Background: an optimization exercise with open tools, aiming at small area and a short achievable clock period. Do not read the settings as production practice.
The RTL was checked by simulation tests, not by an equivalence proof against the original design.

==> flow/design.v (outline; a module is shown in full before it is edited, if it fits) <==
// module cordic_single_stage: 15 lines
// module cordic_add_xy: 100 lines
// module cordic_pipeline: 113 lines
// module cordic_z0: 136 lines
// module cordic_z1: 140 lines
// module cordic_z2: 132 lines
// module cordic_z3: 132 lines
// module cordic_z4: 132 lines
// module cordic_z5: 134 lines
// module cordic_z6: 132 lines
// module cordic_z7: 132 lines
// module cordic_z8: 132 lines
// module cordic_z9: 132 lines
// module cordic_z10: 118 lines
// module cordic_stream: 25 lines
module cordic_stream (
  input  wire        clk,
  input  wire        rst,
  input  wire        in_valid,
  input  wire [15:0] x0,
  input  wire [15:0] y0,
  input  wire [15:0] z0,
  output wire        out_valid,
  output wire [15:0] out_x,
  output wire [15:0] out_y,
  output wire [15:0] out_z
);
  // ...
==> flow/flow/run.sh <==
#!/bin/bash
# Layout flow: the standard flow (standard.sh) with two synthesis changes:
# Yosys's full-adder extraction is skipped (ADDER_MAP_FILE empty) and the
# final ABC mapping is area-oriented (flow/synth.tcl, flow/abc_map_area.script).
# Placement, CTS, timing repair and routing are the standard ones.
set -uo pipefail
here=$(pwd)
bash standard.sh SYNTH_SCRIPT="$here/flow/synth.tcl" ADDER_MAP_FILE= finish > "$here/flow_make.log" 2>&1
status=$?
exit $status
==> flow/flow/abc_map_area.script <==
strash
dch
map -a
topo
stime -c
buffer -c
upsize -c
dnsize -c
==> flow/flow/synth.tcl <==
set my_abc_script [file join [file dirname [file normalize [info script]]] abc_map_area.script]
proc abc {args} {
  set i [lsearch -exact $args -script]
  if {$i >= 0} { lset args [expr {$i + 1}] $::my_abc_script }
  puts "abc (area map): $args"
  yosys abc {*}$args
}
source [file join [file dirname [file dirname [file normalize [info script]]]] synth_recipe.tcl]
==> flow/standard.sh <==
#!/bin/bash
# synth_recipe.tcl (not shown) runs the flow's synth.tcl, then flattens the netlist and writes it again
# the make line also repeats each setting of config.mk as NAME=value (left out here)
make -C /OpenROAD-flow-scripts/flow DESIGN_CONFIG=/design/flow/config.mk WORK_HOME=/design/flow/orfs CLKGATE_MAP_FILE= SYNTH_SCRIPT=/design/flow/synth_recipe.tcl "${@:-finish}"
==> flow/config.mk <==
export PLATFORM = sky130hd
export DESIGN_NAME = cordic_stream
export DESIGN_NICKNAME = cordic_stream
export VERILOG_FILES = /design/flow/design.v
export SDC_FILE = /design/flow/constraint.sdc
export NUM_CORES = 4
export LEC_CHECK = 0
export CAP_MARGIN = 20
export CORE_MARGIN = 2
export CORE_UTILIZATION = 40
export SETUP_SLACK_MARGIN = 2.8
export SLEW_MARGIN = 20
==> flow/constraint.sdc <==
create_clock -name core_clock -period 5.0 [get_ports {clk}]
set_input_delay 1.0000 -clock core_clock [delete_from_list [all_inputs] [get_ports {clk}]]
set_output_delay 1.0000 -clock core_clock [all_outputs]
set_load 0.01 [all_outputs]
==> impl_results.md, run 1 <==
* Commonest non-fill, non-tap cells in the layout: nor2_1, inv_1, dfxtp_1
* DRT Wirelength at 74800 um
* Max-cap violations at 0
* Compound-cell area share of the yosys netlist at 0.118
* Clk sink count at 539
* Least-Margin Pin Slew at 562 ps
* Crit path buf inv count at 5
* Fin crit period at 2400 ps
* WL met2 at roughly 39000 um
* Hold Path Cell Cnt at 0
* Logic inverters at roughly 750
* Avg Inst Size Synth at 7.09 sq um
* Number of sequential cells at ~540
* Synth Area in Adders at 0.000363
* Vias in the first global route at 24700
* Crit path DAT at about 2900 ps
* Well Taps at 1040
* I/O Buffers at slightly below 100
* Clock buf count at 94
* Simple logic cell fraction of the synthesized area at 0.225
* Req. time, crit path at approximately 5500 ps
* Syn Inst Count at between 4000 and 5000
* Post-CTS Resized at between 500 and 600
* Comb_multi_in at roughly 3000
* Post-Synth XOR/XNOR Area at 0.201
* Ys Warns at 2
* Yosys reg bits at approximately 540
* Run status: no timing/DRC/antenna violations
* Chip width at about 280 um
* Syn nets at approximately 4400
* Crit Reg-Reg Endpoint: core.yr2[15]
* Worst clock skew at around 30 ps
* Post-Place Worst Slack at 1510 ps
==> run 2, diff against run 1 <==
--- a/flow/config.mk
+++ b/flow/config.mk
@@ -9,4 +9,4 @@
 export CORE_MARGIN = 2
 export CORE_UTILIZATION = 40
-export SETUP_SLACK_MARGIN = 2.8
+export SETUP_SLACK_MARGIN = 2.6
 export SLEW_MARGIN = 20
==> run 2 against run 1 <==
Synthesized area is the same; largest cell class unchanged; synthesized cell count is the same.
==> impl_results.md, run 2 <==
* Die Y at 282 um (unchanged)
* Critical-path top delay cell: o41ai_4 (was dfxtp_4)
* Max H-tree Level at 2 (was 3)
* Simple logic cell fraction of the synthesized area at 0.225 (unchanged)
* Global-route wire length before repair at 104000 um (was 111000 um)
* Synth top area share at 0.348 (unchanged)
* TritonCTS clock tree: built (unchanged)
* Worst hold path type: flop to flop (unchanged)
* Area growth syn-to-layout at 20.6% (was 41.7%)
* DRC Markers at 0 (unchanged)
* CTS max path bufs at 3 (unchanged)
* Req. time, crit path at 5530 ps (was 5480 ps)
* Hold Path Cell Cnt at 0 (unchanged)
* Iter 0 DRT Violations at 980 (was 1096)
* Ys flop type: dfxtp_1 (unchanged)
* Tcrit/Tclk final at 0.480 (was 0.479)
* Share of layout cells above drive strength 1 at 0.128 (was 0.302)
* Critical R2R Launch: core.zr3[15] (was core.zr1[15])
* Storage cell area at 10800 sq um (about the same)
* Syn Inst Count at 4373 (unchanged)
* Via count at 25400 (was 27500)
* Crit. End Element: flop (unchanged)
* Most frequent cells after synthesis: nor2_1, inv_1, nand2_1, dfxtp_1, xor2_1 (unchanged)
* Critical path peak fanout at 6 (was 7)
* Vias in the first global route at 23300 (was 24700)
* Antenna violations before repair at 0 (unchanged)
* Seq/Total Area, Yosys at 0.348 (unchanged)
* Cell with the most instances after synthesis: nor2_1 (unchanged)
* Hold worst-path end: core.zr10[7] (was core.zr10[11])
* Reg clk slew, reported paths at 60 ps (about the same)
* Avg Inst Size Synth at 7.09 sq um (unchanged)
* Ys Warns at 2 (unchanged)
* Yosys reg bits at 539 (unchanged)
* Max-cap violations at 0 (unchanged)
* Core ar. at 77100 sq um (unchanged)
* Synth top area cells: dfxtp_1, xor2_1, nor2_1 (unchanged)
* Io pins at 100 (unchanged)
* GRT Residual Overflow at 0 (unchanged)
* Critical path type: flop to flop (unchanged)
* Worst Reg-to-Reg Cells at 11 (was 15)
* Detailed Place HPWL at 46100 um (about the same)
* EDFF count, synth at 0 (unchanged)
* # setup viols final at 0 (unchanged)
* Met3 Track Usage GR at 0.0208 (was 0.0268)
* Worst clock skew at 36.2 ps (was 30.3 ps)
* Num CTS Buffers at 61 (was 66)
* Mux contribution to synthesized area at 0 (unchanged)
* Worst Slack Setup Final at 2600 ps (about the same)
* Chip width at 282 um (unchanged)
* Startpoint Class: flop (unchanged)
* R2R setup slack at 2600 ps (about the same)
* Relative slew margins at 0.607 (was 0.622)
* Antenna cell count at 0 (unchanged)
* Synth Cell Area at 31000 sq um (unchanged)
* Area of the die at 79800 sq um (unchanged)
* Crit path DAT at 2930 ps (was 2880 ps)
* Pin count of the biggest net entering global routing at 39 (was 24)
* Row Count at 102 (unchanged)
* Antenna Nets Post-Route at 0 (unchanged)
* Grt met1 use at 0.183 (was 0.195)
* Compound-cell area share of the yosys netlist at 0.118 (unchanged)
* Main combinational cell family by area after synthesis: simple AND/OR/NAND/NOR gates (unchanged)
* Clk sink count at 539 (unchanged)
* Final net count at 4649 (was 4918)
* Crit-path cells: buf_12 > xnor2_4 > xor2_2 > nor2_1 > a21oi_2 > o41ai_4 > nand4_1 > nand2_4 > nand4_1 > nand3_1 > xor2_1 (was buf_6 > buf_12 > buf_16 > xnor2_4 > nor2_1 > inv_1 > nand2_2 > inv_2 > nand2_2 > o221ai_4 > a221oi_2 > nor2_1 > nor2_1 > o21ai_1 > xor2_1)
* Asr flop ratio synth at 0 (unchanged)
* DR pass1 iterations at 5 (unchanged)
* Fmax at 417 MHz (about the same)
* Clock root buffer: clkbuf_16 (unchanged)
* RSZ-0062 raised after global routing: true (unchanged)
* Wirelength per Cell at 11.0 um (was 12.6 um)
* Crit path largest cell delay at 480 ps (was 420 ps)
* Crit path top cell by count: nand4_1 (was nor2_1)
* Syn nets at 4424 (unchanged)
* Hold Startpoint: core.zr9[7] (was core.zr9[11])
* Final Slew Violations at 0 (unchanged)
* Clock latency (worst-skew pair) at 630 ps (was 610 ps)
* DRT Wirelength at 62400 um (was 74800 um)
* Post-Synth XOR/XNOR Area at 0.201 (unchanged)
* Total track usage at 0.153 (was 0.168)
* Crit Reg-Reg Endpoint: core.yr4[15] (was core.yr2[15])
* Starting Density at 0.402 (unchanged)
* Final core utilization at 0.485 (was 0.570)
* Layout fillers at 7621 (was 6566)
* Least-Margin Pin Slew at 585 ps (was 562 ps)
* Post-Place Worst Slack at 1450 ps (was 1510 ps)
* Run status: no timing/DRC/antenna violations (unchanged)
* GPL Wtd Cong at 0.859 (was 0.842)
* GR Layer Usage met2 at 0.285 (was 0.310)
* Worst hold slack at 324 ps (was 325 ps)
* Synth Area in Adders at 0.000363 (unchanged)
* Hold Violations, Final at 0 (unchanged)
* Fin Setup TNS at 0 ps (unchanged)
* GRT busiest layer: met2 (unchanged)
* Via density at 4.47 (was 4.62)
* Most common cell after layout, fill and taps aside: nor2_1 (unchanged)
* Distinct cells, synth at 65 (unchanged)
* Commonest non-fill, non-tap cells in the layout: nor2_1, inv_1, nand2_1 (was nor2_1, inv_1, dfxtp_1)
* Area leader, netlist: dfxtp_1 (unchanged)
* I/O Buffers at 99 (unchanged)
* Area of the multi-input gates at 18100 sq um (was 21700 sq um)
* Fin crit period at 2400 ps (about the same)
* Hold buffers post-CTS at 0 (unchanged)
==> run 2: cell count changes in the layout (fill, tap and decap cells not counted), sizes merged, moves of 3 or more <==
cell / before / now
clkinv: 15 / 23
clkdlybuf4s50: 20 / 26
nand2: 643 / 639
dlymetal6s2s: 3 / 9
buf: 383 / 128
clkdlybuf4s15: 22 / 0
clkinvlp: 12 / 9
clkbuf: 137 / 90
dlygate4sd2: 17 / 62
==> run 2: cell type report <==
class | count | share of cell area
clock inverter | 30 | 0.00726
multi-input combinational | 3009 | 0.484
sequential | 539 | 0.289
inverter | 754 | 0.0769
timing repair buffer | 233 | 0.0603
tap | 1040 | 0.0348
clock buffer | 85 | 0.0476
==> run 2: per-stage QoR <==
step,instance area [sq um],instances
6_report,37400,5690
5_1_grt,37400,5690
4_1_cts,35800,5615
3_5_place_dp,32900,5452
3_3_place_gp,32900,5452
2_1_floorplan,31000,4373
==> run 2: cells by family after synthesis <==
group                      count (synthesis)
and+or+nand+nor                         1734
DFF                                      539
xor gates and xnor gates                 697
buffers and inverters                    825
AOI/OAI and AO/OA                        577
adders and majority gates                  1
==> run 2: metal layers <==
| metal | up-vias | wire length [um] |
|---|---|---|
| met5 | - | 0 |
| met4 | 0 | 1450 |
| met3 | 86 | 1920 |
| met2 | 284 | 30700 |
| met1 | 11100 | 28300 |
| li1 | 13900 | - |
==> run 2: what timing repair did <==
action                                  4_1_cts  5_1_grt
endpoints found under the setup margin      243      153
buffers inserted                             45       71
pin swaps                                    37       87
cloned                                        3        4
resized for setup                           168      247
==> run 2: worst max-delay path, delay by kind of cell, from the launching register on <==
kind,cells,cell delay (ps)
flip-flops,1,360
XOR/XNOR,3,470
AO/OA/AOI/OAI,2,560
AND/OR/NAND/NOR,5,750
buffers and inverters,1,140
==> run 2: worst max path at each step <==
stage	start	end	slack, ps
6_report	core.zr3[15]	core.yr4[15]	2600
5_1_grt	core.zr3[15]	core.yr4[15]	2430
4_1_cts	x0[1]	core.xr0[15]	2590
3_5_place_dp	z0[15]	core.xr0[15]	1450
3_3_place_gp	z0[15]	core.xr0[15]	1520
2_1_floorplan	z0[15]	core.xr0[15]	2320

## separate check: timing with driven ports
The results above use ideal ports. As a check the final layouts listed here were re-extracted and re-timed, cells and wires unchanged. Step 1 sets driving cells, clkbuf_16 on the clock port and buf_2 on the other inputs (assumed; they add their load-dependent delay and slew). Step 2 also shifts input and output timing later by t, the mid clock arrival at the registers, as if the neighbouring blocks saw the same clock. a / b / c = ideal ports / drivers / drivers and shift; a / b = the first two.
run	t, ns	setup WS [ns]	worst setup path after step 2	clock arrival spread, ns
run 1	0.673	2.604 / 2.604 / 1.969	input to register	0.031 / 0.032
run 2	0.682	2.600 / 2.600 / 1.969	input to register	0.038 / 0.038
After both steps every run listed still meets setup and hold. The setup slack of run 1, which loses most, moves by 0.000 ns with the drivers and by -0.635 ns with both steps.
